Background: an optimization exercise with open tools, aiming at small area. Do not read the settings as production practice. Function was checked by simulation only, so behaviour that the tests miss may differ from the original. Power figures rest on the tool's default switching activity, not on a simulated workload.

<file path="flow/run.sh">
#!/bin/bash
# synth_recipe.tcl (not shown) runs the flow's synth.tcl, then flattens the netlist and writes it again
# the make line also repeats each setting of config.mk as NAME=value (left out here)
make -C /OpenROAD-flow-scripts/flow DESIGN_CONFIG=/design/flow/config.mk WORK_HOME=/design/flow/orfs CLKGATE_MAP_FILE= SYNTH_SCRIPT=/design/flow/synth_recipe.tcl finish
</file>
<file path="flow/config.mk">
export PLATFORM = sky130hd
export DESIGN_NAME = cpu
export DESIGN_NICKNAME = cpu
export VERILOG_FILES = /design/flow/design.v
export SDC_FILE = /design/flow/constraint.sdc
export NUM_CORES = 4
export LEC_CHECK = 0
export CAP_MARGIN = 20
export CORE_AREA = 10 10 240 240
export DIE_AREA = 0 0 250 250
export PLACE_DENSITY = 0.6
export SLEW_MARGIN = 20
</file>
<file path="flow/constraint.sdc">
create_clock -name core_clock -period 9.0 [get_ports {CLK}]
set_input_delay 1.8000 -clock core_clock [delete_from_list [all_inputs] [get_ports {CLK}]]
set_output_delay 1.8000 -clock core_clock [all_outputs]
set_load 0.01 [all_outputs]
</file>
<file path="flow/design.v">
module cpu (
  input  wire        CLK,
  input  wire        PAUSE,
  input  wire        RST,
  input  wire        STEP,
  input  wire [15:0] insn,
  input  wire [15:0] mem_rdata,
  output wire [3:0]  cpuout_regfile_ra,
  output wire [15:0] cpuout_regfile_rd,
  output wire [7:0]  cpuout_PC,
  output reg  [15:0] cpuout_IF_insn,
  output reg  [15:0] cpuout_ID_insn,
  output reg  [15:0] cpuout_EX_insn,
  output reg  [15:0] cpuout_MEM_insn,
  output reg  [15:0] cpuout_WB_insn,
  output wire        cpuout_memupdate,
  output wire [7:0]  cpuout_memaddr,
  output wire [15:0] cpuout_memdata
  );
  reg [5:0] counter;
  always @ (posedge CLK) begin
    if (RST | PAUSE) counter <= 6'd0;
    else counter <= counter + 6'd1;
  end
  reg [5:0] db_counter;
  reg       btn_state;
  always @ (posedge CLK) begin
    if (RST) begin
      btn_state <= 1'b0;
      db_counter <= 6'd0;
    end
    else if (!STEP)
      db_counter <= 6'd0;
    else begin
      db_counter <= db_counter + 6'd1;
      if (&db_counter) btn_state <= ~btn_state;
    end
  end
  wire step_down = STEP & (&db_counter) & ~btn_state;
  reg adv0, adv1, writewindow;
  always @ (posedge CLK) begin
    if (RST) begin
      adv0 <= 1'b0;
      adv1 <= 1'b0;
      writewindow <= 1'b0;
    end
    else begin
      adv0 <= PAUSE ? step_down : (&counter);
      adv1 <= adv0;
      writewindow <= adv1;
    end
  end
  reg [3:0] scanreg;
  always @ (posedge CLK) begin
    if (RST) scanreg <= 4'h0;
    else scanreg <= scanreg + 4'h1;
  end
  wire [3:0] id_op = cpuout_IF_insn[15:12];
  wire [3:0] id_rs = cpuout_IF_insn[11:8];
  wire [3:0] id_rt = cpuout_IF_insn[7:4];
  wire [7:0] id_imm = cpuout_IF_insn[7:0];
  wire [3:0] mem_op = cpuout_EX_insn[15:12];    
  wire [3:0] wb_op = cpuout_MEM_insn[15:12];    
  wire wb_regwrite = (wb_op != 4'b0000) & (wb_op != 4'b0111) & ~wb_op[3]
                   | (wb_op == 4'b1000);
  wire [3:0] wb_wa = (wb_op == 4'b0010) ? cpuout_MEM_insn[11:8] : cpuout_MEM_insn[3:0];
  reg [15:0] wb_val;
  wire we = wb_regwrite & writewindow;
  wire [3:0] rwa1 = (adv0 | adv1 | writewindow) ? (we ? wb_wa : id_rs) : scanreg;
  reg [15:0] ram [0:15];
  wire [15:0] wd = RST ? 16'h0000 : wb_val;
  genvar gi;
  generate
    for (gi = 0; gi < 16; gi = gi + 1) begin : rf
      always @ (posedge CLK) begin
        if (RST | (we & (rwa1 == gi))) ram[gi] <= wd;
      end
    end
  endgenerate
  wire [15:0] rd1 = ram[rwa1];
  wire [15:0] rd2 = ram[id_rt];
  reg [7:0] PC;
  wire zero = ~(|rd1);
  wire taken = (id_op[3:2] == 2'b11) & (id_op[0] ^ zero);
  wire [7:0] pc_next = taken ? (id_op[1] ? rd2[7:0] : id_imm) : PC + 8'd1;
  wire is_sub = (id_op == 4'b0011) | (id_op == 4'b0110);
  wire [15:0] b = (id_op == 4'b0010) ? {{8{id_imm[7]}}, id_imm} : rd2;
  wire [15:0] sum = rd1 + (b ^ {16{is_sub}}) + {15'd0, is_sub};
  reg [15:0] alu;
  always @ (*) begin
    case (id_op)
      4'b0100: alu = rd1 & rd2;
      4'b0101: alu = rd1 | rd2;
      4'b0110: alu = {15'd0, sum[15]};
      4'b1001, 4'b1010: alu = rd1;
      default: alu = sum;
    endcase
  end
  wire [7:0] id_addr = (id_op == 4'b1010) ? id_imm : rd2[7:0];
  always @ (posedge CLK or posedge RST) begin
    if (RST) begin
      PC <= 8'h00;
      cpuout_IF_insn <= 16'h0000;
      cpuout_ID_insn <= 16'h0000;
      cpuout_EX_insn <= 16'h0000;
      cpuout_MEM_insn <= 16'h0000;
      cpuout_WB_insn <= 16'h0000;
    end
    else if (adv1) begin
      PC <= pc_next;
      cpuout_IF_insn <= taken ? 16'h0000 : insn;
      cpuout_ID_insn <= cpuout_IF_insn;
      cpuout_EX_insn <= cpuout_ID_insn;
      cpuout_MEM_insn <= cpuout_EX_insn;
      cpuout_WB_insn <= cpuout_MEM_insn;
    end
  end
  reg [15:0] ex_val;
  reg [7:0]  ex_addr;
  reg [15:0] mem_val;
  reg [7:0]  mem_addr;
  always @ (posedge CLK) begin
    if (adv1) begin
      ex_val <= alu;
      ex_addr <= id_addr;
      mem_val <= ex_val;
      mem_addr <= ex_addr;
      wb_val <= (mem_op == 4'b1000) ? mem_rdata : mem_val;
    end
  end
  assign cpuout_memupdate = writewindow & ((mem_op == 4'b1001) | (mem_op == 4'b1010));
  assign cpuout_memaddr = mem_addr;
  assign cpuout_memdata = mem_val;
  assign cpuout_PC = PC;
  assign cpuout_regfile_ra = scanreg;
  assign cpuout_regfile_rd = rd1;
endmodule
</file>
==> flow_summary.toml, run 1 <==
[run_status]
status = "finished clean"

[detailed_routing]
dr.pass1.iters = 8
dr_total_vias = 16800
drc = 0
avgRoutedWirePerCell_um = 30.8
drt-total-wl_mm = 81.4
first_iter_violations = 2366
vias_per_cell = 6.36
drtAntennaViolNets = 0

[synth]
synth_area_mm2 = 0.0208
synth_compound_area_share_pct = 15.9
yosysWarnings = 2
yosys.area_share.simple_pct = 11.5
synth_cell_type_count = 86
synthFlopType = "edfxtp_1"
synth-xor-area-share_pct = 1.73
syn-num-nets = 1792
ys_ff_latch = 428
async_flop_share_pct = 20.6
synthMuxAreaShare_pct = 7.59
synth_cells = 1741
yosysSeqAreaShare_pct = 58.8
synth_adder_area_share_pct = 1.15
synth_edf_count = 320
avgSynthCellArea_um2 = 11.9
synth_top_family_by_area = "compound AO/OA/AOI/OAI gates"

[global_route]
grt_max_degree = 80
globalRouteOverflowTotal = 0
antenna_found_initial = 0
grtUsageTotal_pct = 25.0
grt_pass1_vias = 16500
grt_pass1_wl_mm = 117

[worst_setup_path]
worstPathArrival_ns = 5.53
cp-start-kind = "flop"
worstSetupPathType = "reg2out"
critPathMaxFanout = 32
slowest_stage = "a31oi_1"
endpoint_kind = "output pin"
crit_chain = "nor4b_4 -> mux2_2 -> and3_4 -> nor2_4 -> buf_4 -> nand2_1 -> a21oi_1 -> nor4_1 -> a31oi_1 -> clkdlybuf4s50_1"
required_ns = 7.20
slowest_delay_ns = 0.76

[finish]
finalNetCount = 1968
diodes = 0
drive_gt1_share_pct = 13.9
fin_util_pct = 47.3
areaGrowthSynthToFinish_pct = 19.6

[worst_hold_path]
hold_path.class = "reg2reg"

[timing]
slew_headroom_pct = 21.1
finalSetupTns_ns = 0
fin_crit_ns = 7.33
setup_ws_ns = 1.67
final.period_utilization_pct = 81.5
rsz0062_at_grt = "false"
whs_ns = 0.416
skew_ns = 0.0295
clock.fmax_mhz = 136
finalSetupViolCount = 0
slew_viol_final = 0
worst_pin_slew_ns = 1.18
hold_violations = 0

[clock_tree]
post_cts_buffers = 0
cts_sinks = 428
clk_latency_ns = 0.61
path_clk_slew_ns = 0.06
cts_root_buf = "clkbuf_16"
holdBufCountCts = 0
htreeDepth = 2
cts_tree = "yes"
clockBufferDepth = 3
cts_buffers = 45
cts-resized-gates = 0

[floorplanning]
row_count = 84
io_pins = 169
die_area_mm2 = 0.0625
die_y_um = 250
core_mm2 = 0.0524
chipWidth_um = 250
initial_core_util_pct = 39.6

[place]
post-place-ws_ns = 2.39
dpl.hpwl_mm = 54.8
place_congestion = 0.954
portBuffers = 168

[power_and_ir_drop]
vdd.ir_drop.worst_mv = 0.134
power.density_mw_per_mm2 = 195
leakage_nw = 9.29

[run]
drv_cap = 0
## power by group
part,switching (W),leakage [nW],internal (W)
combinational,0.000467,4.08,0.000261
clock,0.000827,0.712,0.00103
sequential,0.0000510,4.50,0.00220
## cells by family (layout without fill, tap and decap cells)
group,after synthesis,count (layout)
muxes,146,146
AOI/OAI and AO/OA,478,478
xor gates and xnor gates,41,41
adders and majority gates,19,19
buffers and inverters,148,361
DFF,428,428
and+or+nand+nor,481,481
## registers in the layout, indices dropped and copies added (netlist names), 16 cells and up
name / flops
ex_val: 16
cpuout_IF_insn: 16
wb_val: 16
ram: 256
cpuout_ID_insn: 16
mem_val: 16
cpuout_MEM_insn: 16
cpuout_EX_insn: 16
cpuout_WB_insn: 16
## Yosys cell counts, types with 17 or more instances
master / instances / area share, %
a22oi_1: 81 / 2.9
a21oi_1: 98 / 2.4
nand3_1: 83 / 2.0
a22o_1: 17 / 0.72
nand4_1: 33 / 0.99
mux2_2: 90 / 4.9
xnor2_1: 27 / 1.1
o22ai_1: 29 / 0.87
dfrtp_1: 88 / 11
clkbuf_1: 61 / 1.1
and3_1: 19 / 0.57
nor3_1: 27 / 0.65
nand2_1: 153 / 2.8
a31oi_1: 17 / 0.51
edfxtp_1: 320 / 46
nor2b_1: 25 / 0.75
a221oi_1: 17 / 0.72
inv_1: 32 / 0.58
nor2_1: 85 / 1.5
dfxtp_1: 20 / 1.9
mux2i_1: 55 / 2.7
o21ai_0: 80 / 1.9
## path summary, 6_finish.rpt
check / slack, ns / cells after the start / to / startpoint
min in group asynchronous: 1.83 / 3 / cpuout_EX_insn[15] / RST
max reg2reg: 2.17 / 19 / ex_val[12] / cpuout_MEM_insn[14]
max in group asynchronous: 6.08 / 4 / cpuout_EX_insn[7] / RST
min: 0.42 / 0 / mem_val[11] / ex_val[11]
min reg2reg: 0.42 / 0 / mem_val[11] / ex_val[11]
max: 1.67 / 10 / cpuout_regfile_rd[4] / cpuout_MEM_insn[14]
## layout make-up
cell class | instances | area (um2)
inverters | 37 | 141
repair buffers | 240 | 2230
fillers | 4667 | 27600
flip-flops and latches | 428 | 12200
well taps | 688 | 861
clock buffers | 51 | 1170
clock inverters | 33 | 283
multi-input cells | 1165 | 7930
## routing by layer
layer	global-route usage [%]	share of wire (%)
met1	32.1	39
met2	39.7	46
met3	6.10	10
met4	10.3	4.4
met5	0	0
## cell usage in the layout, fill, tap and decap left out, drive strengths merged, types with 7 or more instances in the layout
cell type,Yosys,routed
a221oi,17,17
xor2,14,14
edfxtp,320,320
nand2,153,153
a22oi,81,81
a211o,12,12
mux2i,55,55
o2bb2ai,7,7
dfxtp,20,20
nand4,34,34
inv,35,38
nor2b,25,25
nand2b,10,10
a31oi,18,18
dfrtp,88,88
xnor2,27,27
buf,50,72
o22a,14,14
a22o,17,17
o221ai,15,15
o22ai,30,30
nor3,28,28
a221o,8,8
o211ai,8,8
a32oi,10,10
nand3,83,83
clkinv,2,28
clkdlybuf4s50,0,168
nor2,88,88
o21ai,86,86
clkbuf,61,51
mux2,91,91
ha,14,14
and3,22,22
a21oi,98,98
## worst max-delay path, delay by kind of cell, from the launching register on
family	cells	cell delay [ns]
and+or+nand+nor	5	1.75
buffers and inverters	2	1.21
AOI/OAI and AO/OA	2	1.02
muxes	1	0.40
DFF	1	0.51
## stage by stage
stage,total power (W),area (um2),instances
after global placement,0.00300,23300,2558
after global routing,0.00499,24800,2642
after CTS,0.00484,24800,2642
final,0.00484,24800,2642
after detailed placement,0.00300,23300,2558
after floorplan,0.00270,20800,1741
==> run 2, diff against run 1 <==
==> flow/flow/run.sh (new file) <==
#!/bin/bash
# Own layout flow: the standard flow (standard.sh) with
#  - an area-oriented ABC script in synthesis (flow/synth.tcl, flow/abc.script),
#  - the smallest buffer on the ports,
#  - CTS and power-recovery settings below.
# make's full output goes to flow.log in the work folder; ORFS keeps each
# step's own log under orfs/logs.
set -euo pipefail
W=$(pwd)
export AREA_ABC_SCRIPT=$W/flow/abc.script
export FLOW_SYNTH_TCL=$W/synth_recipe.tcl
export BUFFER_PORTS_ARGS="-buffer_cell sky130_fd_sc_hd__buf_1"
export RECOVER_POWER=100
export CTS_ARGS="-sink_clustering_enable -repair_clock_nets -buf_list {sky130_fd_sc_hd__clkbuf_4 sky130_fd_sc_hd__clkbuf_8 sky130_fd_sc_hd__clkbuf_16}"
sed "s#SYNTH_SCRIPT=[^ ]*#SYNTH_SCRIPT=$W/flow/synth.tcl#" standard.sh > own_standard.sh
grep -q "SYNTH_SCRIPT=$W/flow/synth.tcl" own_standard.sh
bash own_standard.sh finish > $W/flow.log 2>&1
==> flow/flow/abc.script (new file) <==
strash
&get -n
&fraig -x
&put
scorr
dc2
strash
&get -n
&dch -f
&nf -R 1000
&put
topo
==> flow/flow/synth.tcl (new file) <==
# The standard flow's synthesis (synth_recipe.tcl), with the final ABC mapping run on an
# area-oriented script instead of ORFS's delay-oriented one.
proc abc {args} {
  set i [lsearch -exact $args -script]
  if {$i >= 0} { lset args [expr {$i + 1}] $::env(AREA_ABC_SCRIPT) }
  yosys abc {*}$args
}
source $::env(FLOW_SYNTH_TCL)
==> flow/standard.sh (new file) <==
#!/bin/bash
# synth_recipe.tcl (not shown) runs the flow's synth.tcl, then flattens the netlist and writes it again
# the make line also repeats each setting of config.mk as NAME=value (left out here)
make -C /OpenROAD-flow-scripts/flow DESIGN_CONFIG=/design/flow/config.mk WORK_HOME=/design/flow/orfs CLKGATE_MAP_FILE= SYNTH_SCRIPT=/design/flow/synth_recipe.tcl "${@:-finish}"
removed: flow/run.sh
==> run 2 against run 1 <==
Largest cell class unchanged. Setup slack got worse by 0.52 ns. The layout now fails its checks (capacitance limit, slew limit). Sequential cell count is the same. Critical path depth grew 11. Global-route usage down 5.5 points. Core utilization shrank 6.2 points. Largest power group unchanged. First-iteration DRC count up 33%. Synthesized cell count shrank 23%. Die area did not move.
==> flow_summary.toml, run 2 <==
[run_status]
status = "finished with violations"
so.violations = "capacitance limit, slew limit"

[timing]
final.period_utilization_pct = 87.3
clock.fmax_mhz = 127
skew_ns = 0.0377
slew_viol_final = 310
fin_crit_ns = 7.85
finalSetupTns_ns = 0
hold_violations = 0
slew_headroom_pct = -127
worst_pin_slew_ns = 3.40
finalSetupViolCount = 0
rsz0062_at_grt = "false"

[worst_setup_path]
crit_path_frequent_cell = "o21ai_0"
slowest_stage = "a211oi_1"
endpoint_kind = "flop"
worstPathArrival_ns = 8.15
worstSetupPathType = "reg2reg"
critPathMaxFanout = 23
crit_chain = "nor3_1 -> xnor2_1 -> and3_1 -> mux2i_1 -> o21ai_0 -> or2_0 -> nor2_1 -> clkbuf_1 -> a22o_1 -> a221oi_1 -> and4_1 -> nand3_1 -> nor4_1 -> nand4_1 -> nor4_1 -> o21ai_0 -> a211oi_1 -> buf_4 -> o21ai_0 -> a21oi_1 -> o22ai_1"
slowest_delay_ns = 1.44
required_ns = 9.30
cp-start-kind = "flop"

[synth]
yosys.area_share.simple_pct = 9.19
syn-num-nets = 1394
yosysSeqAreaShare_pct = 67.2
synth_adder_area_share_pct = 1.07
synth_cell_type_count = 44
synth_commonest_cells = "320 x edfxtp_1, 133 x nand2_1, 109 x nor2_1"
synth_cells = 1343
synth_top_area_share_pct = 52.9
synth_top_area_cell = "edfxtp_1"
synth-xor-area-share_pct = 1.49
yosysMostFrequentCell = "edfxtp_1"
synth_compound_area_share_pct = 16.0
async_flop_share_pct = 20.6
avgSynthCellArea_um2 = 13.5
synth_edf_count = 320
ys_ff_latch = 428
yosysWarnings = 2
synthMuxAreaShare_pct = 4.58
synthFlopType = "edfxtp_1"
synth_area_leaders = "edfxtp_1 53%, dfrtp_1 12%, mux2_1 4.1%"
synth_area_mm2 = 0.0182
synth_top_family_by_area = "compound AO/OA/AOI/OAI gates"

[clock_tree]
cts_buffers = 43
holdBufCountCts = 0
post_cts_buffers = 0
cts_tree = "yes"
cts-resized-gates = 0
path_clk_slew_ns = 0.06
clockBufferDepth = 3
cts_sinks = 428
cts_root_buf = "clkbuf_16"
clk_latency_ns = 0.58
htreeDepth = 2

[place]
placed_area_mm2 = 0.0201
portBuffers = 168
place_congestion = 0.933
dpl.hpwl_mm = 41.4

[finish]
final_common_cell = "edfxtp_1"
areaGrowthSynthToFinish_pct = 18.5
regMostFlops = "ram"
drive_gt1_share_pct = 7.57
diodes = 0
stdcell_area_mm2 = 0.0216
largest_reg_flops = 256
finalNetCount = 1655
final_cell_mix = "320 x edfxtp_1, 166 x buf_1, 133 x nand2_1"

[detailed_routing]
first_iter_violations = 3146
drtAntennaViolNets = 0
dr_total_vias = 14300
vias_per_cell = 6.13
avgRoutedWirePerCell_um = 27.7
drc = 0
drt-total-wl_mm = 64.4
dr.pass1.iters = 14

[global_route]
globalRouteOverflowTotal = 0
grtUsageTotal_pct = 19.5
grt_pass1_wl_mm = 93.4
grt_max_degree = 77
grt_pass1_vias = 14100
antenna_found_initial = 0

[worst_hold_path]
hold_path.class = "reg2reg"

[floorplanning]
io_pins = 169
core_mm2 = 0.0524
row_count = 84
die_area_mm2 = 0.0625
die_y_um = 250
initial_core_util_pct = 34.7
chipWidth_um = 250

[power_and_ir_drop]
leakage_nw = 7.48
power.density_mw_per_mm2 = 285
vdd.ir_drop.worst_mv = 0.117

[run]
drv_cap = 7
==> run 2: cell families (layout without fill, tap and decap cells) <==
group,after synthesis,count (layout)
flip-flops,428,428
buffers and inverters,25,319
multiplexers,75,75
adder cells (fa/ha/maj),15,15
AO/OA/AOI/OAI,402,402
XOR/XNOR,31,31
AND/OR/NAND/NOR,367,367
==> run 2: per-layer routing <==
layer  track usage, %  share of wire [%]
met1             24.8                 39
met2             30.6                 45
met3             5.62                 12
met4             8.28                4.4
met5                0                  0
==> run 2: path summary, 6_finish.rpt <==
path / from / to / slack (ns) / cells past startpoint
worst max-delay path: cpuout_MEM_insn[14] / PC[3] / 1.15 / 21
worst min-delay path: ex_addr[7] / mem_addr[7] / 0.41 / 0
worst max register to register: cpuout_MEM_insn[14] / PC[3] / 1.15 / 21
worst min register to register: ex_addr[7] / mem_addr[7] / 0.41 / 0
max in group asynchronous: RST / cpuout_MEM_insn[7] / 2.41 / 4
min in group asynchronous: RST / cpuout_EX_insn[10] / 3.01 / 3
==> run 2: where the power goes <==
| part | switching (W) | internal (W) |
|---|---|---|
| clock network | 0.000765 | 0.00109 |
| registers | 0.000234 | 0.00240 |
| logic | 0.00108 | 0.000585 |
==> run 2: stage by stage <==
stage	hold WS, ns	utilization (%)	total power [W]	instances	setup WS, ns
finish	0.410	41.1	0.00615	2325	1.15
CTS	0.412	41.2	0.00615	2322	1.89
global route	0.417	41.1	0.00643	2325	0.733
global placement	0.403	38.3	0.00428	2243	2.20
floorplan	0.400	-	0.00360	1343	1.32
detailed placement	0.406	38.4	0.00431	2244	1.94
==> run 2: area by class of cell <==
type                       count  area (um2)
clock buffer                  57        1230
clock inverter                21         233
fill                        4872       30900
inverter                      25        95.1
multi-input combinational    890        5960
sequential                   428       12200
tap                          688         861
timing repair buffer         216         950
==> run 2: worst max-delay path: cells and delay by family, from the launching register on <==
family / cells / cell delay (ns)
xor+xnor: 1 / 0.14
buf+inv: 2 / 0.86
mux: 1 / 0.18
compound gates: 8 / 2.87
flops: 1 / 0.43
simple gates: 9 / 3.08
==> run 3, diff against run 2 <==
==> flow/flow/run.sh (replaced) <==
#!/bin/bash
# Own layout flow: the standard flow (standard.sh) with
#  - an area-oriented ABC script in synthesis (flow/synth.tcl, flow/abc.script),
#  - the smallest buffer on the ports,
#  - a clock tree of small buffers, without dummy loads (CTS_ARGS).
# make's full output goes to flow.log in the work folder; ORFS keeps each
# step's own log under orfs/logs.
set -euo pipefail
W=$(pwd)
export AREA_ABC_SCRIPT=$W/flow/abc.script
export FLOW_SYNTH_TCL=$W/synth_recipe.tcl
export BUFFER_PORTS_ARGS="-buffer_cell sky130_fd_sc_hd__buf_1"
export CTS_ARGS="-sink_clustering_enable -repair_clock_nets -dont_use_dummy_load -buf_list sky130_fd_sc_hd__clkbuf_4 -sink_clustering_size 10 -sink_clustering_max_diameter 40"
sed "s#SYNTH_SCRIPT=[^ ]*#SYNTH_SCRIPT=$W/flow/synth.tcl#" standard.sh > own_standard.sh
grep -q "SYNTH_SCRIPT=$W/flow/synth.tcl" own_standard.sh
bash own_standard.sh finish > $W/flow.log 2>&1
--- a/flow/config.mk
+++ b/flow/config.mk
@@ -6,7 +6,7 @@
 export NUM_CORES = 4
 export LEC_CHECK = 0
 export CAP_MARGIN = 20
-export CORE_AREA = 10 10 240 240
-export DIE_AREA = 0 0 250 250
+export CORE_AREA = 5 5 225 225
+export DIE_AREA = 0 0 230 230
 export PLACE_DENSITY = 0.6
 export SLEW_MARGIN = 20
==> run 3 against run 2 <==
Now clean on timing, DRC and antenna. Synthesized cell count did not move. Area after synthesis did not move. Total power fell by 15%. Sequential power barely moved. Sequential cell count did not move. Combinational power barely moved.
==> flow_summary.toml, run 3 <==
[synth]
synth-xor-area-share_pct = 1.49
yosysWarnings = 2
synth_top_family_by_area = "compound AO/OA/AOI/OAI gates"
ys_ff_latch = 428
synth_commonest_cells = "320 x edfxtp_1, 133 x nand2_1, 109 x nor2_1"
synth_top_area_cell = "edfxtp_1"
yosysSeqAreaShare_pct = 67.2
avgSynthCellArea_um2 = 13.5
synth_edf_count = 320
yosys.area_share.simple_pct = 9.19
synth_cell_type_count = 44
synth_cells = 1343
synth_top_area_share_pct = 52.9
synth_area_mm2 = 0.0182
synthFlopType = "edfxtp_1"
synth_adder_area_share_pct = 1.07
syn-num-nets = 1394
yosysMostFrequentCell = "edfxtp_1"
async_flop_share_pct = 20.6
synth_area_leaders = "edfxtp_1 53%, dfrtp_1 12%, mux2_1 4.1%"
synth_compound_area_share_pct = 16.0
synthMuxAreaShare_pct = 4.58

[floorplanning]
row_count = 80
chipWidth_um = 230
die_y_um = 230
initial_core_util_pct = 38.0
core_mm2 = 0.0478
io_pins = 169
die_area_mm2 = 0.0529

[global_route]
antenna_found_initial = 2
grtUsageTotal_pct = 23.1
globalRouteOverflowTotal = 0
grt_pass1_wl_mm = 92.3
grt_max_degree = 101
grt_pass1_vias = 14200

[power_and_ir_drop]
vdd.ir_drop.worst_mv = 0.0950
power.density_mw_per_mm2 = 254
leakage_nw = 7.12

[timing]
finalSetupTns_ns = 0
rsz0062_at_grt = "false"
skew_ns = 0.108
slew_viol_final = 0
whs_ns = 0.373
final.period_utilization_pct = 81.9
slew_headroom_pct = 20.0
clock.fmax_mhz = 136
hold_violations = 0
worst_pin_slew_ns = 1.20
fin_crit_ns = 7.37
setup_ws_ns = 1.63
finalSetupViolCount = 0

[detailed_routing]
drtAntennaViolNets = 0
drc = 0
dr.pass1.iters = 17
avgRoutedWirePerCell_um = 28.3
first_iter_violations = 2577
drt-total-wl_mm = 63.3
dr_total_vias = 14300
vias_per_cell = 6.39

[finish]
regMostFlops = "ram"
multi_input_area_mm2 = 0.00597
final_cell_mix = "320 x edfxtp_1, 167 x buf_1, 129 x nand2_1"
largest_reg_flops = 256
nFillCells = 4359
finalNetCount = 1677
regArea_mm2 = 0.0122
stdcell_area_mm2 = 0.0205
areaGrowthSynthToFinish_pct = 13.0
final_common_cell = "edfxtp_1"
drive_gt1_share_pct = 8.37

[worst_setup_path]
required_ns = 7.20
slowest_stage = "nor2_1"
endpoint_kind = "output pin"
rr_startpoint = "cpuout_MEM_insn[14]"
worstPathArrival_ns = 5.57
cp-start-kind = "flop"
r2r-end = "ex_val[15]"
r2r_cells = 32
critPathMaxFanout = 23
cp_num_buf_inv = 2
crit_chain = "nor3_1 -> xnor2_1 -> and3_1 -> mux2i_1 -> o21ai_0 -> nand2_1 -> nor2_1 -> buf_4 -> a22oi_1 -> nand2_1 -> a21oi_1 -> nand4_1 -> a21oi_1 -> nor2_1 -> buf_1"
r2r_slack_ns = 1.73
critPathTopFamily = "simple AND/OR/NAND/NOR gates"
worstSetupPathType = "reg2out"
slowest_delay_ns = 0.85
timing.critical_path.from = "cpuout_MEM_insn[14]"

[worst_hold_path]
min-delay-start = "ex_val[4]"
worstHoldPathCells = 0
hold_path.class = "reg2reg"
worstHoldEndpoint = "mem_val[4]"

[clock_tree]
holdBufCountCts = 0
cts-resized-gates = 0
htreeDepth = 2
path_clk_slew_ns = 0.11
cts_tree = "yes"
cts_sinks = 428
clockBufferDepth = 3
clk_latency_ns = 0.85
cts_root_buf = "clkbuf_4"
post_cts_buffers = 0
cts_buffers = 61

[run]
drv_cap = 0

[run_status]
status = "finished clean"

[place]
place_congestion = 0.934
placed_area_mm2 = 0.0201
dpl.hpwl_mm = 40.1
portBuffers = 168
post-place-ws_ns = 2.11
[run 3: power breakdown]
part | switching, W | total, W | internal [W]
Combinational | 0.00107 | 0.00166 | 0.000587
Sequential | 0.000226 | 0.00262 | 0.00239
Clock | 0.000623 | 0.000931 | 0.000308
Total | 0.00192 | 0.00521 | 0.00329
[run 3: worst register-to-register path, delay by kind of cell (launching register included)]
kind | cells | cell delay (ns)
DFF | 1 | 0.44
and+or+nand+nor | 12 | 2.73
buffers and inverters | 2 | 0.43
AOI/OAI and AO/OA | 14 | 2.62
adders and majority gates | 1 | 0.33
muxes | 1 | 0.16
xor gates and xnor gates | 2 | 0.30
[run 3: metal layers]
layer  share of wire, %  vias up  wire [um]  GRT usage [%]
li1                   -     6043          -              -
met1                 38     6865      23900           29.8
met2                 43     1115      27300           35.3
met3                 13      308       8320           7.35
met4                6.0        0       3790           11.2
met5                  0        -          0              0
[run 3: layout make-up]
cell class | instances | share of cell area (%)
multi-input combinational | 890 | 29.1
sequential | 428 | 59.4
inverter | 25 | 0.469
antenna | 2 | 0.0244
timing repair buffer | 220 | 5.03
clock buffer | 61 | 2.23
tap | 615 | 3.74
[run 3: worst max path at each step]
stage	to	slack, ns	cells after the start
after global routing	ex_val[15]	1.26	32
final	cpuout_regfile_rd[7]	1.63	15
after detailed placement	ex_val[14]	2.11	33
after CTS	cpuout_regfile_rd[7]	1.77	15
after global placement	ex_val[15]	2.39	32
after floorplan	PC[1]	1.32	18
[run 3: through the flow]
stage / std cells / utilization [%] / power, W
3_5_place_dp: 2178 / 42.0 / 0.00428
6_report: 2241 / 42.9 / 0.00521
2_1_floorplan: 1343 / - / 0.00360
5_1_grt: 2240 / 42.9 / 0.00547
3_3_place_gp: 2177 / 41.9 / 0.00426
4_1_cts: 2239 / 42.9 / 0.00520
[run 3: cell families after synthesis]
family,after synthesis
XOR/XNOR,31
AO/OA/AOI/OAI,402
buffers and inverters,25
flip-flops,428
multiplexers,75
AND/OR/NAND/NOR,367
adder cells (fa/ha/maj),15
==> run 4, diff against run 3 <==
--- a/flow/config.mk
+++ b/flow/config.mk
@@ -5,8 +5,8 @@
 export SDC_FILE = /design/flow/constraint.sdc
 export NUM_CORES = 4
 export LEC_CHECK = 0
-export CAP_MARGIN = 20
+export CAP_MARGIN = 5
 export CORE_AREA = 5 5 225 225
 export DIE_AREA = 0 0 230 230
 export PLACE_DENSITY = 0.6
-export SLEW_MARGIN = 20
+export SLEW_MARGIN = 5
==> run 4 against run 3 <==
Critical path depth rose by 18. Final cell count decreased by 0.22%. Still clean on timing, DRC and antenna. Register-to-register slack got worse by 0.06 ns. Largest power group unchanged. Clock power decreased by 2%. Critical endpoint is now ex_val[14]. Setup slack gained 0.044 ns. Highest routed layer unchanged. Critical path type is now reg2reg. Global-route usage hardly changed. Sequential power barely moved.
==> flow_summary.toml, run 4 <==
[run_status]
status = "finished clean"

[floorplanning]
initial_core_util_pct = 38.0
die_area_mm2 = 0.0529
row_count = 80
core_mm2 = 0.0478
chipWidth_um = 230
io_pins = 169
die_y_um = 230

[power_and_ir_drop]
power.density_mw_per_mm2 = 253
leakage_nw = 7.10
swShare_pct = 37.0
power.total_w = 0.00519
p_int_w = 0.00327
power.share.sequential_pct = 50.4
p_sw_w = 0.00192
pwr-share-comb_pct = 31.9
vdd.ir_drop.worst_mv = 0.0925
clkPwrFrac_pct = 17.6

[synth]
synth_area_mm2 = 0.0182
synthFlopType = "edfxtp_1"
yosysWarnings = 2
synth_commonest_cells = "320 x edfxtp_1, 133 x nand2_1, 109 x nor2_1"
yosysMostFrequentCell = "edfxtp_1"
yosysSeqAreaShare_pct = 67.2
synth_top_area_cell = "edfxtp_1"
async_flop_share_pct = 20.6
synth_cell_type_count = 44
ys_ff_latch = 428
synth_edf_count = 320
syn-num-nets = 1394
synth_area_leaders = "edfxtp_1 53%, dfrtp_1 12%, mux2_1 4.1%"
avgSynthCellArea_um2 = 13.5
synth_top_area_share_pct = 52.9
synth_cells = 1343

[finish]
final_cell_mix = "320 x edfxtp_1, 167 x buf_1, 133 x nand2_1"
regMostFlops = "ram"
areaGrowthSynthToFinish_pct = 12.7
final_common_cell = "edfxtp_1"
finalNetCount = 1673
drive_gt1_share_pct = 7.84
largest_reg_flops = 256

[place]
portBuffers = 168
place_congestion = 0.934
dpl.hpwl_mm = 40.0

[run]
drv_cap = 0

[detailed_routing]
vias_per_cell = 6.43
drtAntennaViolNets = 0
dr.pass1.iters = 19
drc = 0
dr_total_vias = 14400
avgRoutedWirePerCell_um = 28.5
first_iter_violations = 2428
drt-total-wl_mm = 63.7

[worst_setup_path]
worstPathArrival_ns = 7.86
critPathMaxFanout = 23
slowest_delay_ns = 0.74
worstSetupPathType = "reg2reg"
cp-start-kind = "flop"
cp_num_buf_inv = 2
endpoint_kind = "flop"
required_ns = 9.53
slowest_stage = "and3_1"
critPathTopFamily = "simple AND/OR/NAND/NOR gates"

[global_route]
grtUsageTotal_pct = 23.0
antenna_found_initial = 1
globalRouteOverflowTotal = 0
grt_pass1_wl_mm = 92.0
grt_max_degree = 101
grt_pass1_vias = 14100

[timing]
rsz0062_at_grt = "false"
clock.fmax_mhz = 136
finalSetupTns_ns = 0
skew_ns = 0.101
fin_crit_ns = 7.33
finalSetupViolCount = 0
worst_pin_slew_ns = 1.27
hold_violations = 0
slew_headroom_pct = 14.8
slew_viol_final = 0
final.period_utilization_pct = 81.4

[clock_tree]
cts-resized-gates = 0
post_cts_buffers = 0
clk_latency_ns = 0.84
clockBufferDepth = 3
cts_sinks = 428
path_clk_slew_ns = 0.12
cts_root_buf = "clkbuf_4"
cts_buffers = 58
holdBufCountCts = 0
htreeDepth = 2
cts_tree = "yes"

[worst_hold_path]
hold_path.class = "reg2reg"
## run 4: power groups by stage
stage                     logic (W)  registers (W)  clock network (W)
after floorplan            0.000950        0.00265                  0
after global placement      0.00161        0.00265                  0
after detailed placement    0.00162        0.00266                  0
after CTS                   0.00163        0.00261           0.000943
after global routing        0.00179        0.00264            0.00102
final                       0.00166        0.00262           0.000916
## run 4: layer usage
| metal | track usage [%] | vias to the layer above | wire length, um |
|---|---|---|---|
| met5 | 0 | - | 0 |
| li1 | - | 6028 | - |
| met3 | 6.59 | 277 | 8260 |
| met2 | 35.2 | 1130 | 27500 |
| met1 | 30.5 | 6933 | 24500 |
| met4 | 10.8 | 0 | 3470 |
## run 4: cell type report
class / count / area, um2
Antenna cell: 1 / 2.50
Clock buffer: 58 / 435
Fill cell: 4432 / 27400
Inverter: 25 / 96.3
Multi-Input combinational cell: 890 / 5960
Sequential cell: 428 / 12200
Tap cell: 615 / 769
Timing Repair Buffer: 219 / 1010
## run 4: final timing paths
kind | from | to | slack, ns | cells after the start
setup / recovery | cpuout_MEM_insn[14] | ex_val[14] | 1.67 | 33
hold / removal | ex_val[4] | mem_val[4] | 0.37 | 0
setup reg to reg | cpuout_MEM_insn[14] | ex_val[14] | 1.67 | 33
hold reg to reg | ex_val[4] | mem_val[4] | 0.37 | 0
max in group asynchronous | RST | cpuout_IF_insn[2] | 6.29 | 4
min in group asynchronous | RST | cpuout_ID_insn[0] | 1.34 | 3
## run 4: metrics by stage
step                util, %  cell area [um2]  hold slack [ns]  std cells  worst slack [ns]
floorplan                 -            18200            0.400       1343              1.32
global placement       41.9            20100            0.400       2177              2.39
detailed placement     41.9            20100            0.405       2177              2.06
CTS                    42.8            20500            0.369       2235              1.79
global route           42.8            20500            0.368       2236              1.21
finish                 42.8            20500            0.365       2236              1.67
## run 4: cell families after synthesis
group	synth area share (%)
DFF	67.2
adders and majority gates	1.07
xor gates and xnor gates	1.49
muxes	4.58
AOI/OAI and AO/OA	16.0
and+or+nand+nor	9.19
buffers and inverters	0.516
==> run 5, diff against run 4 <==
==> flow/config.mk (replaced) <==
export PLATFORM = sky130hd
export DESIGN_NAME = cpu
export DESIGN_NICKNAME = cpu
export VERILOG_FILES = /design/flow/design.v
export SDC_FILE = /design/flow/constraint.sdc
export NUM_CORES = 4
export LEC_CHECK = 0
export CAP_MARGIN = 20
export CORE_AREA = 5 5 185 185
export DIE_AREA = 0 0 190 190
export PLACE_DENSITY = 0.7
export SLEW_MARGIN = 20
==> run 5 against run 4 <==
Still clean on timing, DRC and antenna. Sequential power hardly changed. Sequential cell count stayed put. First-iteration DRC count is 26% higher. Hold slack better by 0.044 ns. Clock skew is 0.0051 ns lower.
==> flow_summary.toml, run 5 <==
[clock_tree]
holdBufCountCts = 0
clk_latency_ns = 0.74
post_cts_buffers = 0
path_clk_slew_ns = 0.11
cts_root_buf = "clkbuf_4"
htreeDepth = 2
clockBufferDepth = 3
cts_buffers = 54
cts_sinks = 428
cts-resized-gates = 0
cts_tree = "yes"

[synth]
yosysSeqAreaShare_pct = 67.2
ys_ff_latch = 428
synth-xor-area-share_pct = 1.49
synth_adder_area_share_pct = 1.07
synth_compound_area_share_pct = 16.0
synth_commonest_cells = "320 x edfxtp_1, 133 x nand2_1, 109 x nor2_1"
synth_area_leaders = "edfxtp_1 53%, dfrtp_1 12%, mux2_1 4.1%"
synth_top_family_by_area = "compound AO/OA/AOI/OAI gates"
synthFlopType = "edfxtp_1"
synth_cells = 1343
yosysWarnings = 2
synth_cell_type_count = 44
syn-num-nets = 1394
synthMuxAreaShare_pct = 4.58
synth_area_mm2 = 0.0182
synth_top_area_cell = "edfxtp_1"
async_flop_share_pct = 20.6
synth_top_area_share_pct = 52.9
synth_edf_count = 320
avgSynthCellArea_um2 = 13.5
yosys.area_share.simple_pct = 9.19
yosysMostFrequentCell = "edfxtp_1"

[timing]
fin_crit_ns = 7.56
hold_violations = 0
slew_headroom_pct = 15.3
worst_pin_slew_ns = 1.27
final.period_utilization_pct = 84.0
slew_viol_final = 0
clock.fmax_mhz = 132
skew_ns = 0.0958
rsz0062_at_grt = "false"
finalSetupViolCount = 0
finalSetupTns_ns = 0

[worst_setup_path]
cp-start-kind = "flop"
timing.critical_path.from = "cpuout_MEM_insn[14]"
endpoint_kind = "flop"
r2r_slack_ns = 1.44
crit_path_frequent_cell = "nand2_1"
r2r-end = "ex_val[14]"
critPathMaxFanout = 23
r2r_cells = 33
rr_startpoint = "cpuout_MEM_insn[14]"
endpoint = "ex_val[14]"
slowest_stage = "nor2_1"
required_ns = 9.48
worstPathArrival_ns = 8.04
slowest_delay_ns = 0.99
worstSetupPathType = "reg2reg"

[finish]
nFillCells = 2531
final_common_cell = "edfxtp_1"
finalNetCount = 1663
regMostFlops = "ram"
largest_reg_flops = 256
regArea_mm2 = 0.0122
areaGrowthSynthToFinish_pct = 11.4
stdcell_area_mm2 = 0.0203
multi_input_area_mm2 = 0.00598
drive_gt1_share_pct = 7.70
final_cell_mix = "320 x edfxtp_1, 168 x buf_1, 130 x nand2_1"

[power_and_ir_drop]
vdd.ir_drop.worst_mv = 0.155
swShare_pct = 36.5
leakage_nw = 7.07
power.density_mw_per_mm2 = 253
pwr-share-comb_pct = 32.3
p_sw_w = 0.00187
power.share.sequential_pct = 50.9
p_int_w = 0.00326
clkPwrFrac_pct = 16.8

[detailed_routing]
first_iter_violations = 3064
dr.pass1.iters = 13
vias_per_cell = 6.94
drc = 0
dr_total_vias = 14200
drtAntennaViolNets = 0
avgRoutedWirePerCell_um = 28.5
drt-total-wl_mm = 58.5

[global_route]
globalRouteOverflowTotal = 0
grt_pass1_vias = 13500
antenna_found_initial = 1
grt_max_degree = 95
grt_pass1_wl_mm = 85.0
grtUsageTotal_pct = 31.5

[worst_hold_path]
hold_path.class = "reg2reg"
min-delay-start = "ex_addr[4]"

[place]
placed_area_mm2 = 0.0198
place_congestion = 0.989
portBuffers = 168
dpl.hpwl_mm = 36.8

[floorplanning]
chipWidth_um = 190
io_pins = 169
initial_core_util_pct = 56.3
row_count = 66
die_y_um = 190
die_area_mm2 = 0.0361
core_mm2 = 0.0323

[run]
drv_cap = 0

[run_status]
status = "finished clean"
==> run 5: cell types whose count changed in the layout (fill, tap and decap cells not counted), sizes merged <==
cell,delta
buf,-5
clkbuf,-5
==> run 5: critical path, delay by kind of cell (launching register included) <==
family                     cells  cell delay (ns)
muxes                          1             0.17
DFF                            1             0.47
and+or+nand+nor               14             3.32
xor gates and xnor gates       1             0.14
AOI/OAI and AO/OA             14             2.27
buffers and inverters          2             0.54
adders and majority gates      1             0.41
==> run 5: layer usage <==
metal	routed length (um)	global-route usage [%]	part of all wire [%]
met5	0	0	0
met3	8400	8.90	14
met1	21000	42.8	36
met4	3780	16.8	6.5
met2	25400	46.6	43
==> run 5: power groups by stage <==
stage	combinational [W]	sequential (W)	clock [W]
final	0.00166	0.00261	0.000859
after global routing	0.00178	0.00264	0.000956
after CTS	0.00162	0.00260	0.000870
after detailed placement	0.00161	0.00265	0
after global placement	0.00159	0.00264	0
after floorplan	0.000950	0.00265	0
==> run 5: kinds of logic after synthesis <==
family	Yosys count
AOI/OAI and AO/OA	402
xor gates and xnor gates	31
adders and majority gates	15
buffers and inverters	25
DFF	428
muxes	75
and+or+nand+nor	367
==> run 5: stage by stage <==
stage	setup slack [ns]	utilization (%)	power [W]	hold WS, ns	cells
after detailed placement	1.81	61.3	0.00425	0.407	1996
after floorplan	1.32	-	0.00360	0.400	1343
after global placement	2.21	61.2	0.00423	0.401	1995
after global routing	1.18	62.7	0.00537	0.414	2053
after CTS	1.57	62.6	0.00509	0.405	2050
final	1.44	62.7	0.00513	0.409	2053
==> run 5: how the worst min path moves through the flow <==
| stage | endpoint | slack [ns] | depth (start not counted) |
|---|---|---|---|
| final | mem_addr[4] | 0.41 | 0 |
| after global routing | mem_addr[4] | 0.41 | 0 |
| after CTS | mem_addr[4] | 0.41 | 0 |
| after detailed placement | mem_addr[7] | 0.41 | 0 |
| after global placement | mem_addr[4] | 0.40 | 0 |
| after floorplan | mem_addr[0] | 0.40 | 0 |
==> run 5: cell type report <==
class                      instances  area share, %
antenna                            1         0.0124
clock buffer                      54           2.00
inverter                          25          0.476
multi-input combinational        890           29.5
sequential                       428           60.3
tap                              442           2.73
timing repair buffer             213           4.95
==> run 6, diff against run 5 <==
--- a/flow/design.v
+++ b/flow/design.v
@@ -125,8 +125,10 @@
       ex_addr <= id_addr;
       mem_val <= ex_val;
       mem_addr <= ex_addr;
-      wb_val <= (mem_op == 4'b1000) ? mem_rdata : mem_val;
     end
+  end
+  always @ (posedge CLK) begin
+    wb_val <= (mem_op == 4'b1000) ? mem_rdata : mem_val;
   end
   assign cpuout_memupdate = writewindow & ((mem_op == 4'b1001) | (mem_op == 4'b1010));
   assign cpuout_memaddr = mem_addr;
--- a/flow/config.mk
+++ b/flow/config.mk
@@ -5,8 +5,8 @@
 export SDC_FILE = /design/flow/constraint.sdc
 export NUM_CORES = 4
 export LEC_CHECK = 0
-export CAP_MARGIN = 20
+export CAP_MARGIN = 5
 export CORE_AREA = 5 5 185 185
 export DIE_AREA = 0 0 190 190
 export PLACE_DENSITY = 0.7
-export SLEW_MARGIN = 20
+export SLEW_MARGIN = 5
==> run 6 against run 5 <==
Still clean. Clock skew down 0.029 ns. Cell area down 1.0%. Hold slack worse by 0.0061 ns. Non-clock buffer count down 2. Combinational power down 81%. Core utilization down 0.65 points. Sequential power down 15%. Maximum frequency up 3.4%. Largest power group unchanged.
==> flow_summary.toml, run 6 <==
[synth]
synth_cells = 1344
synth_top_area_cell = "edfxtp_1"
syn-num-nets = 1395
yosysMostFrequentCell = "edfxtp_1"
synth_area_mm2 = 0.0180
synth_cell_type_count = 43
async_flop_share_pct = 20.6
synth_top_area_share_pct = 50.7
synthFlopType = "edfxtp_1"
ys_ff_latch = 428
avgSynthCellArea_um2 = 13.4
yosysSeqAreaShare_pct = 66.9
yosysWarnings = 2
synth_edf_count = 304
synth_commonest_cells = "304 x edfxtp_1, 148 x nand2_1, 99 x nor2_1"
synth_area_leaders = "edfxtp_1 51%, dfrtp_1 12%, a222oi_1 4.8%"

[timing]
rsz0062_at_grt = "false"
finalSetupTns_ns = 0
final.period_utilization_pct = 81.2
whs_ns = 0.403
slew_headroom_pct = 9.65
fin_crit_ns = 7.31
clock.fmax_mhz = 137
finalSetupViolCount = 0
slew_viol_final = 0
setup_ws_ns = 1.69
worst_pin_slew_ns = 1.35
skew_ns = 0.0672
hold_violations = 0

[worst_setup_path]
required_ns = 7.20
critPathMaxFanout = 24
worstSetupPathType = "reg2out"
rr_startpoint = "cpuout_MEM_insn[14]"
timing.critical_path.from = "cpuout_MEM_insn[14]"
cp.depth = 15
endpoint_kind = "output pin"
crit_chain = "nor3_1 -> xnor2_1 -> and3_1 -> nand2_1 -> o21ai_0 -> o21ai_0 -> or2_0 -> nor2_1 -> buf_4 -> a22o_1 -> a221oi_1 -> nand4_1 -> a221oi_1 -> a21oi_1 -> buf_1"
worstPathArrival_ns = 5.51
cp-start-kind = "flop"
cp_num_buf_inv = 2
slowest_delay_ns = 0.95
slowest_stage = "nor2_1"
r2r_slack_ns = 1.87
critPathTopFamily = "simple AND/OR/NAND/NOR gates"
r2r_cells = 29

[clock_tree]
cts-resized-gates = 0
post_cts_buffers = 0
cts_buffers = 55
clk_latency_ns = 0.75
cts_sinks = 428
cts_root_buf = "clkbuf_4"
clockBufferDepth = 3
path_clk_slew_ns = 0.11
cts_tree = "yes"
htreeDepth = 2
holdBufCountCts = 0

[floorplanning]
row_count = 66
core_mm2 = 0.0323
die_area_mm2 = 0.0361
die_y_um = 190
initial_core_util_pct = 55.8
io_pins = 169
chipWidth_um = 190

[finish]
areaGrowthSynthToFinish_pct = 11.4
largest_reg_flops = 256
fin_util_pct = 62.1
final_common_cell = "edfxtp_1"
regArea_mm2 = 0.0121
final_cell_mix = "304 x edfxtp_1, 167 x buf_1, 148 x nand2_1"
multi_input_area_mm2 = 0.00596
nFillCells = 2566
finalNetCount = 1663
regMostFlops = "ram"
drive_gt1_share_pct = 7.58

[power_and_ir_drop]
power.total_w = 0.00340
leakage_nw = 7.31
power.density_mw_per_mm2 = 170
vdd.ir_drop.worst_mv = 0.106

[run_status]
status = "finished clean"

[place]
place_congestion = 0.959
portBuffers = 168
dpl.hpwl_mm = 36.7
post-place-ws_ns = 2.18

[global_route]
grtUsageTotal_pct = 31.9
grt_max_degree = 97
globalRouteOverflowTotal = 0
grt_pass1_vias = 13600
grt_pass1_wl_mm = 86.3
antenna_found_initial = 2

[detailed_routing]
drtAntennaViolNets = 0
avgRoutedWirePerCell_um = 28.8
first_iter_violations = 2918
dr_total_vias = 14100
drc = 0
drt-total-wl_mm = 59.1
dr.pass1.iters = 11
vias_per_cell = 6.85

[worst_hold_path]
worstHoldPathCells = 0
hold_path.class = "reg2reg"
min-delay-start = "ex_val[7]"

[run]
drv_cap = 0
-- run 6: cell type report --
class | count | share of cell area, %
Antenna cell | 2 | 0.0250
Clock buffer | 55 | 2.06
Inverter | 27 | 0.518
Multi-Input combinational cell | 889 | 29.7
Sequential cell | 428 | 60.1
Tap cell | 442 | 2.76
Timing Repair Buffer | 211 | 4.76
-- run 6: per-stage QoR --
step,cells,instance area [um2]
floorplan,1344,18000
global route,2053,20000
finish,2054,20000
global placement,1997,19600
detailed placement,1997,19600
CTS,2052,20000
-- run 6: path summary, 6_finish.rpt --
path,endpoint
max,cpuout_regfile_rd[15]
min,mem_val[7]
max reg2reg,ex_val[14]
min reg2reg,mem_val[7]
max in group asynchronous,cpuout_IF_insn[7]
min in group asynchronous,cpuout_IF_insn[8]
-- run 6: power breakdown --
part	switching (W)	total (W)	internal, W
clock network	0.000597	0.000876	0.000279
registers	0.0000374	0.00221	0.00218
logic	0.000220	0.000313	0.0000927
total	0.000854	0.00340	0.00255
-- run 6: cells by family after synthesis --
kind of cell,Yosys count,synth area share [%]
flops,428,66.9
compound gates,389,15.7
simple gates,379,9.54
mux,76,4.68
xor+xnor,30,1.46
buf+inv,27,0.563
fa+ha+maj,15,1.08
-- run 6: per-layer routing --
metal / track usage, % / up-vias / share of wire, %
li1: - / 5980 / -
met1: 42.9 / 6632 / 38
met2: 47.3 / 1164 / 43
met3: 10.3 / 304 / 14
met4: 15.2 / 0 / 5.8
met5: 0 / - / 0
==> run 7, diff against run 6 <==
--- a/flow/config.mk
+++ b/flow/config.mk
@@ -8,5 +8,6 @@
 export CAP_MARGIN = 5
 export CORE_AREA = 5 5 185 185
 export DIE_AREA = 0 0 190 190
+export GPL_TIMING_DRIVEN = 0
 export PLACE_DENSITY = 0.7
 export SLEW_MARGIN = 5
==> run 7 against run 6 <==
Still clean. Non-clock buffer count rose by 4. Final cell count rose by 0.15%. Die area did not move. Critical path type is now reg2reg. Sequential power barely moved. Sequential cell count did not move. Critical endpoint is now ex_val[15]. Area after synthesis did not move. Count of clock-buffer cells in the layout did not move. Sequential share of layout area fell by 1.2 points. Register-to-register slack got worse by 0.49 ns.
==> flow_summary.toml, run 7 <==
[floorplanning]
chipWidth_um = 190
core_mm2 = 0.0323
row_count = 66
io_pins = 169
initial_core_util_pct = 55.8
die_y_um = 190
die_area_mm2 = 0.0361

[clock_tree]
post_cts_buffers = 0
clockBufferDepth = 3
cts_buffers = 55
holdBufCountCts = 0
cts_sinks = 428
cts_tree = "yes"
path_clk_slew_ns = 0.11
cts_root_buf = "clkbuf_4"
htreeDepth = 2
cts-resized-gates = 0
clk_latency_ns = 0.79

[finish]
final_cell_mix = "304 x edfxtp_1, 167 x buf_1, 148 x nand2_1"
regMostFlops = "ram"
finalNetCount = 1667
drive_gt1_share_pct = 8.92
final_common_cell = "edfxtp_1"
largest_reg_flops = 256
areaGrowthSynthToFinish_pct = 13.6

[power_and_ir_drop]
p_sw_w = 0.000875
clkPwrFrac_pct = 25.9
power.share.sequential_pct = 64.5
vdd.ir_drop.worst_mv = 0.0912
power.density_mw_per_mm2 = 168
leakage_nw = 7.36
power.total_w = 0.00343
pwr-share-comb_pct = 9.6
p_int_w = 0.00255
swShare_pct = 25.5

[synth]
ys_ff_latch = 428
yosysMostFrequentCell = "edfxtp_1"
async_flop_share_pct = 20.6
syn-num-nets = 1395
synth_cell_type_count = 43
synth_area_leaders = "edfxtp_1 51%, dfrtp_1 12%, a222oi_1 4.8%"
synth_edf_count = 304
synth_top_area_share_pct = 50.7
yosysWarnings = 2
synth_top_area_cell = "edfxtp_1"
yosysSeqAreaShare_pct = 66.9
synth_cells = 1344
avgSynthCellArea_um2 = 13.4
synth_area_mm2 = 0.0180
synth_commonest_cells = "304 x edfxtp_1, 148 x nand2_1, 99 x nor2_1"
synthFlopType = "edfxtp_1"

[worst_setup_path]
worstPathArrival_ns = 8.08
required_ns = 9.46
r2r_slack_ns = 1.38
r2r_cells = 29
cp_num_buf_inv = 1
critPathMaxFanout = 24
rr_startpoint = "cpuout_MEM_insn[14]"
endpoint_kind = "flop"
timing.critical_path.from = "cpuout_MEM_insn[14]"
slowest_delay_ns = 0.77
cp-start-kind = "flop"
crit_path_frequent_cell = "o21ai_0"
worstSetupPathType = "reg2reg"
r2r-end = "ex_val[15]"
critPathTopFamily = "compound AO/OA/AOI/OAI gates"
slowest_stage = "and3_1"

[place]
place_congestion = 0.917
dpl.hpwl_mm = 39.1
portBuffers = 168

[timing]
skew_ns = 0.0734
worst_pin_slew_ns = 1.28
finalSetupViolCount = 0
rsz0062_at_grt = "false"
slew_headroom_pct = 14.2
fin_crit_ns = 7.62
final.period_utilization_pct = 84.7
hold_violations = 0
whs_ns = 0.367
clock.fmax_mhz = 131
slew_viol_final = 0

[detailed_routing]
first_iter_violations = 3129
dr.pass1.iters = 10
avgRoutedWirePerCell_um = 28.8
drtAntennaViolNets = 0
vias_per_cell = 6.96
drc = 0
drt-total-wl_mm = 59.3
dr_total_vias = 14300

[global_route]
grt_pass1_wl_mm = 86.2
grt_pass1_vias = 13800
antenna_found_initial = 1
grt_max_degree = 89
grtUsageTotal_pct = 32.0
globalRouteOverflowTotal = 0

[worst_hold_path]
worstHoldEndpoint = "mem_val[10]"
worstHoldPathCells = 0
hold_path.class = "reg2reg"
min-delay-start = "ex_val[10]"

[run]
drv_cap = 0

[run_status]
status = "finished clean"
==> run 7: cell count changes in the layout (fill, tap and decap cells not counted), sizes merged <==
cell,delta
clkbuf,-1
inv,-1
diode,-1
buf,+5
clkinv,+1
==> run 7: worst reg2reg max path, delay by kind of cell, from the launching register on <==
family | cells | cell delay [ns]
AOI/OAI and AO/OA | 16 | 3.87
buffers and inverters | 1 | 0.22
DFF | 1 | 0.46
xor gates and xnor gates | 2 | 0.35
and+or+nand+nor | 10 | 2.43
==> run 7: metrics by stage <==
stage	cell area (um2)	setup TNS, ns	utilization (%)	instances	setup WS (ns)
2_1_floorplan	18000	0	-	1344	1.69
3_3_place_gp	19200	-233.77	59.4	1954	-2.06
3_5_place_dp	20000	0	62.0	2001	1.56
4_1_cts	20400	0	63.3	2056	1.45
5_1_grt	20400	0	63.3	2057	1.05
6_report	20400	0	63.3	2057	1.38
==> run 7: worst max path at each step <==
stage | to | depth (start not counted)
final | ex_val[15] | 29
after detailed placement | ex_val[0] | 29
after CTS | ex_val[15] | 29
after global routing | ex_val[15] | 29
after floorplan | PC[1] | 16
after global placement | PC[4] | 16
==> run 7: layout make-up <==
| cell class | count | area, um2 |
|---|---|---|
| flip-flops and latches | 428 | 12100 |
| fillers | 2437 | 11800 |
| multi-input cells | 889 | 5980 |
| repair buffers | 215 | 1330 |
| well taps | 442 | 553 |
| clock buffers | 55 | 413 |
| inverters | 27 | 106 |
| diodes | 1 | 2.50 |
==> run 7: cells by family after synthesis <==
kind of cell | Yosys count | share of synthesized area [%]
AO/OA/AOI/OAI | 389 | 15.7
AND/OR/NAND/NOR | 379 | 9.54
flip-flops | 428 | 66.9
buffers and inverters | 27 | 0.563
XOR/XNOR | 30 | 1.46
multiplexers | 76 | 4.68
adder cells (fa/ha/maj) | 15 | 1.08
==> run 7: per-layer routing <==
| metal | vias up | part of all wire [%] | track usage (%) |
|---|---|---|---|
| met5 | - | 0 | 0 |
| met4 | 0 | 5.6 | 15.1 |
| met3 | 267 | 15 | 9.39 |
| met2 | 1254 | 44 | 48.7 |
| met1 | 6789 | 36 | 42.6 |
| li1 | 6004 | - | - |
==> run 7: power groups by stage <==
stage | combinational (W) | clock (W) | sequential (W)
floorplan | 0.000183 | 0 | 0.00224
global placement | 0.000297 | 0 | 0.00225
detailed placement | 0.000317 | 0 | 0.00225
CTS | 0.000317 | 0.000895 | 0.00221
global route | 0.000345 | 0.000982 | 0.00221
finish | 0.000329 | 0.000889 | 0.00221
==> run 8, diff against run 7 <==
==> flow/config.mk (replaced) <==
export PLATFORM = sky130hd
export DESIGN_NAME = cpu
export DESIGN_NICKNAME = cpu
export VERILOG_FILES = /design/flow/design.v
export SDC_FILE = /design/flow/constraint.sdc
export NUM_CORES = 4
export LEC_CHECK = 0
export CAP_MARGIN = 5
export CORE_AREA = 5 5 175 175
export DIE_AREA = 0 0 180 180
export PLACE_DENSITY = 0.75
export SLEW_MARGIN = 5
==> run 8 against run 7 <==
Still clean. Setup slack improved by 0.21 ns. Count of clock-buffer cells in the layout did not move. Die area shrank 10%. Total power is 0.92% lower. Register-to-register slack improved by 0.36 ns. First-iteration DRC count down 7.2%. Sequential share of layout area increased by 1.4 points. Hold slack worse by 0.0043 ns. Sequential cell count unchanged. Clock skew increased by 0.013 ns. Cell area is 2.3% lower.
==> flow_summary.toml, run 8 <==
[floorplanning]
row_count = 62
io_pins = 169
initial_core_util_pct = 62.9
die_y_um = 180
chipWidth_um = 180
core_mm2 = 0.0286
die_area_mm2 = 0.0324

[timing]
rsz0062_at_grt = "false"
worst_pin_slew_ns = 1.38
slew_viol_final = 0
finalSetupTns_ns = 0
setup_ws_ns = 1.59
skew_ns = 0.0863
finalSetupViolCount = 0
hold_violations = 0
whs_ns = 0.363
final.period_utilization_pct = 82.3
clock.fmax_mhz = 135
slew_headroom_pct = 7.80
fin_crit_ns = 7.41

[global_route]
grt_max_degree = 88
grtUsageTotal_pct = 36.0
grt_pass1_vias = 13800
globalRouteOverflowTotal = 0
grt_pass1_wl_mm = 88.1
antenna_found_initial = 1

[synth]
synth_area_leaders = "edfxtp_1 51%, dfrtp_1 12%, a222oi_1 4.8%"
synth_edf_count = 304
synth_cell_type_count = 43
yosysMostFrequentCell = "edfxtp_1"
synth_cells = 1344
synth_compound_area_share_pct = 15.7
synth_top_area_cell = "edfxtp_1"
ys_ff_latch = 428
synth_top_area_share_pct = 50.7
yosys.area_share.simple_pct = 9.54
synthFlopType = "edfxtp_1"
yosysSeqAreaShare_pct = 66.9
synth_top_family_by_area = "compound AO/OA/AOI/OAI gates"
synth-xor-area-share_pct = 1.46
synth_commonest_cells = "304 x edfxtp_1, 148 x nand2_1, 99 x nor2_1"
yosysWarnings = 2
synth_adder_area_share_pct = 1.08
synth_area_mm2 = 0.0180
avgSynthCellArea_um2 = 13.4
syn-num-nets = 1395
async_flop_share_pct = 20.6
synthMuxAreaShare_pct = 4.68

[finish]
drive_gt1_share_pct = 7.44
final_cell_mix = "304 x edfxtp_1, 167 x buf_1, 148 x nand2_1"
nFillCells = 2027
regMostFlops = "ram"
final_common_cell = "edfxtp_1"
areaGrowthSynthToFinish_pct = 11.0
largest_reg_flops = 256
finalNetCount = 1666

[run_status]
status = "finished clean"

[clock_tree]
path_clk_slew_ns = 0.10
clk_latency_ns = 0.74
cts_root_buf = "clkbuf_4"
clockBufferDepth = 3
holdBufCountCts = 0
cts-resized-gates = 0
post_cts_buffers = 0
htreeDepth = 2
cts_sinks = 428
cts_tree = "yes"
cts_buffers = 55

[detailed_routing]
drc = 0
vias_per_cell = 7.18
first_iter_violations = 2904
dr_total_vias = 14300
dr.pass1.iters = 14
drt-total-wl_mm = 59.9
avgRoutedWirePerCell_um = 30.0
drtAntennaViolNets = 0

[worst_setup_path]
required_ns = 7.20
endpoint_kind = "output pin"
endpoint = "cpuout_regfile_rd[14]"
worstSetupPathType = "reg2out"
cp-start-kind = "flop"
r2r_slack_ns = 1.74
rr_startpoint = "cpuout_MEM_insn[14]"
timing.critical_path.from = "cpuout_MEM_insn[14]"
r2r_cells = 30
worstPathArrival_ns = 5.61
critPathMaxFanout = 24
r2r-end = "ex_val[14]"

[place]
place_congestion = 0.945
portBuffers = 168
dpl.hpwl_mm = 36.6
post-place-ws_ns = 2.03

[power_and_ir_drop]
leakage_nw = 7.30
vdd.ir_drop.worst_mv = 0.148
power.density_mw_per_mm2 = 170

[worst_hold_path]
min-delay-start = "ex_val[7]"
hold_path.class = "reg2reg"

[run]
drv_cap = 0
-- run 8: cell families after synthesis --
group	count (synthesis)
AO/OA/AOI/OAI	389
XOR/XNOR	30
adder cells (fa/ha/maj)	15
buffers and inverters	27
flip-flops	428
multiplexers	76
AND/OR/NAND/NOR	379
-- run 8: metal layers --
layer,wire [um],up-vias,track usage (%)
li1,-,5977,-
met1,20800,6722,48.8
met2,26300,1333,54.1
met3,8980,311,10.1
met4,3720,0,18.0
met5,0,-,0
-- run 8: power by group --
part / internal, W / switching (W) / total (W) / leakage [nW]
clock: 0.000279 / 0.000585 / 0.000864 / 0.253
sequential: 0.00218 / 0.0000357 / 0.00221 / 4.48
combinational: 0.0000949 / 0.000227 / 0.000321 / 2.57
total: 0.00255 / 0.000847 / 0.00340 / 7.30
-- run 8: worst max-delay path, stage by stage (launching register included) --
cell and delay, ns:
dfrtp_1 0.45, nor3_1 0.25, xnor2_1 0.16, and3_1 0.67, a21oi_1 0.13, mux2_1 0.36
or2_0 0.29, nor2_1 1.02, buf_4 0.40, a222oi_1 0.12, nand2_1 0.14, a221oi_1 0.05
nand4_1 0.12, a221oi_1 0.05, nor2_1 0.46, buf_1 0.21
-- run 8: layout make-up --
class | count | area (um2) | share of cell area [%]
antenna | 1 | 2.50 | 0.0125
clock buffer | 55 | 413 | 2.07
inverter | 27 | 104 | 0.520
multi-input combinational | 889 | 5940 | 29.7
sequential | 428 | 12100 | 60.4
tap | 384 | 480 | 2.41
timing repair buffer | 214 | 977 | 4.89
-- run 8: per-stage QoR --
step / total power, W / utilization, % / cell area, um2 / cells
6_report: 0.00340 / 69.8 / 20000 / 1998
4_1_cts: 0.00339 / 69.8 / 20000 / 1997
2_1_floorplan: 0.00242 / - / 18000 / 1344
3_3_place_gp: 0.00256 / 68.3 / 19600 / 1942
5_1_grt: 0.00351 / 69.8 / 20000 / 1998
3_5_place_dp: 0.00256 / 68.3 / 19600 / 1942
-- run 8: how the worst min path moves through the flow --
stage	endpoint	slack (ns)	cells past startpoint
detailed placement	mem_val[4]	0.41	0
global route	mem_val[7]	0.38	0
finish	mem_val[7]	0.36	0
global placement	mem_val[6]	0.40	0
CTS	mem_val[7]	0.36	0
floorplan	mem_addr[0]	0.40	0

## afterwards: timing with drivers on the ports
How much do the figures lean on ideal ports? The routed layouts below were timed once more, with nothing changed but the port constraints. Step 1, drivers: a clkbuf_16 drives CLK and a buf_2 each remaining input, both assumed. Step 2 also shifts input and output timing later by t, the mid clock arrival at the registers, as if the neighbouring blocks saw the same clock. Slacks: no drivers / after step 1 / after step 2; pairs: no drivers / after step 1.
run	shift t [ns]	slack for setup (ns)	latest minus earliest clock arrival (ns)	worst register clock-pin slew, ns	pins driven straight from the clock port
run 1	0.653	1.666 / 1.605 / 2.170	0.034 / 0.035	0.07 / 0.07	1
run 2	0.624	1.147 / 1.147 / 0.623	0.038 / 0.038	0.07 / 0.07	1
run 3	0.831	1.628 / 1.580 / 1.727	0.128 / 0.128	0.11 / 0.11	1
run 4	0.839	1.672 / 1.652 / 1.672	0.101 / 0.101	0.12 / 0.12	1
run 5	0.751	1.438 / 1.438 / 1.438	0.111 / 0.112	0.11 / 0.11	1
run 6	0.764	1.689 / 1.639 / 1.873	0.067 / 0.067	0.11 / 0.11	1
run 7	0.796	1.380 / 1.380 / 1.380	0.074 / 0.073	0.12 / 0.12	1
run 8	0.746	1.589 / 1.539 / 1.736	0.086 / 0.086	0.11 / 0.11	1
For run 2, which loses most, drivers alone change the setup slack by 0.000 ns; drivers and shift together by -0.524 ns.
